From an optimization exercise on the open Yosys and OpenROAD flow, aimed at small area; shortcuts taken in it are not production practice. In this exercise RTL edits were held to simulation tests only and were not proved equivalent to the original.

// Multiplier32Bit
module Multiplier32Bit (
	input[31:0] multiplicand,
	input[31:0] multiplier,
	input clk,
	input enable,
	input reset_n,
	output[31:0] aBus,
	output valid
);
For scale: ~500 cells after synthesis, about 100 I/O pins, about 5700 µm² of cells after synthesis.
==> flow/config.mk <==
export PLATFORM = sky130hd
export DESIGN_NAME = Multiplier32Bit
export DESIGN_NICKNAME = Multiplier32Bit
export VERILOG_FILES = /design/flow/design.v
export SDC_FILE = /design/flow/constraint.sdc
export NUM_CORES = 4
export LEC_CHECK = 0
export CAP_MARGIN = 20
export CORE_MARGIN = 2
export CORE_UTILIZATION = 40
export CTS_BUF_LIST = sky130_fd_sc_hd__clkbuf_8
export SLEW_MARGIN = 20
export SYNTH_HIERARCHICAL = 1
export SYNTH_MINIMUM_KEEP_SIZE = 0
==> flow/constraint.sdc <==
create_clock -name core_clock -period 10.0 [get_ports {clk}]
set_input_delay 2.0000 -clock core_clock [delete_from_list [all_inputs] [get_ports {clk}]]
set_output_delay 2.0000 -clock core_clock [all_outputs]
set_load 0.01 [all_outputs]
standard.sh (not shown) runs the stock make flow with config.mk's settings and CLKGATE_MAP_FILE= SYNTH_SCRIPT=/design/flow/synth_recipe.tcl, a recipe that flattens the netlist after the stock synthesis.
==> flow/flow/run.sh <==
#!/bin/bash
export BUFFER_PORTS_ARGS="-buffer_cell sky130_fd_sc_hd__buf_1"
export CTS_ARGS="-sink_clustering_enable -repair_clock_nets -dont_use_dummy_load -buf_list sky130_fd_sc_hd__clkbuf_8"
export POST_FLOORPLAN_TCL="$PWD/flow/downsize.tcl"
bash standard.sh RECOVER_POWER=100 finish > standard.log 2>&1
==> flow/flow/downsize.tcl <==
# Sourced after floorplanning (POST_FLOORPLAN_TCL): set every logic cell to
# the smallest drive strength of its function. Placement-stage repair and
# timing repair size up again where timing or slew needs it.
set db [ord::get_db]
set n 0
foreach inst [[ord::get_db_block] getInsts] {
  set m [[$inst getMaster] getName]
  if {![regexp {^(sky130_fd_sc_hd__[a-z0-9]+)_([0-9]+)$} $m -> base drive]} { continue }
  if {[regexp {dfxtp|dfrtp|conb|tap|fill|decap|clkbuf|clkinv|clkdly|dly} $base]} { continue }
  foreach d {0 1 2} {
    if {$d >= $drive} { break }
    set cand "${base}_$d"
    if {[$db findMaster $cand] != "NULL" && [llength [get_lib_cells -quiet $cand]] > 0 && [lsearch $::env(DONT_USE_CELLS) $cand] < 0} {
      replace_cell [$inst getName] $cand
      incr n
      break
    }
  }
}
puts "downsize: $n cells set to their smallest drive strength"
==> next run, changes <==
--- a/flow/design.v
+++ b/flow/design.v
@@ -70,26 +70,28 @@
 	wire[1:0] i4_n = ~({2{idle & d4}} & init4);
 	wire[25:0] prev;
 	generate
 		for (i = 0; i < 26; i = i + 1) begin : gp
 			if (i < 8) begin : lo
 				wire x;
 				aoi222 u0 (.a1(busy), .a2(acc[i]), .b1(cp), .b2(mc[i]), .c1(cm), .c2(mneg[i]), .y(x));
 				if (i < 2) begin : b4
 					nand2 u1 (.a(x), .b(i4_n[i]), .y(prev[i]));
 				end else begin : bx
 					inv u1 (.a(x), .y(prev[i]));
 				end
-			end else begin : hi
+			end else if (i < 20) begin : mid
 				and2 u0 (.a(busy), .b(acc[i]), .y(prev[i]));
+			end else begin : hi
+				assign prev[i] = acc[i];
 			end
 		end
 	endgenerate
 	wire[2:0] one, two, neg;
 	generate
 		for (i = 0; i < 3; i = i + 1) begin : ge
 			wire t;
 			xor2 u0 (.a(w[2*i]), .b(w[2*i+1]), .y(one[i]));
 			xnor2 u1 (.a(w[2*i+2]), .b(w[2*i+1]), .y(t));
 			nor2 u2 (.a(t), .b(one[i]), .y(two[i]));
 			assign neg[i] = w[2*i+2];
 		end
After rerunning: The new run went through all stages and came out clean; flip-flop and latch count stays the same; global-route usage goes up by 0.36 points; fmax goes down by 0.46%; non-clock buffer count does not change; routed wire length goes down by 0.63%; final cell count goes down by 0.75%.

## static timing again, ports no longer ideal
Ports are ideal in the flow. The routed layouts listed here were re-timed in OpenROAD.
Step 1 (the two cells are an assumption about what drives the block):
set clk [get_ports {clk}]
set_driving_cell -lib_cell sky130_fd_sc_hd__clkbuf_16 $clk
set_driving_cell -lib_cell sky130_fd_sc_hd__buf_2 [delete_from_list [all_inputs] $clk]
Step 2 moves the port delays by t, midway between the first and last clock arrival at a register: inputs arrive t later, outputs are due t later. That takes back most of the time a late clock gives input paths.
a / b / c = no drivers / after step 1 / after step 2; a / b = the first two.
| run | t, ns | setup slack, ns | hold slack, ns | latest minus earliest clock arrival (ns) | worst data-port slew with drivers (ns) |
|---|---|---|---|---|---|
| the first run | 0.339 | 0.512 / 0.528 / 0.190 | 0.555 / 0.555 / 0.555 | 0.009 / 0.009 | 0.05 |
| the second run | 0.340 | 0.468 / 0.478 / 0.138 | 0.560 / 0.560 / 0.560 | 0.011 / 0.012 | 0.06 |
After both steps setup and hold are still met in every run listed. For the second run, which loses most, drivers alone change the setup slack by +0.010 ns; drivers and shift together by -0.330 ns.
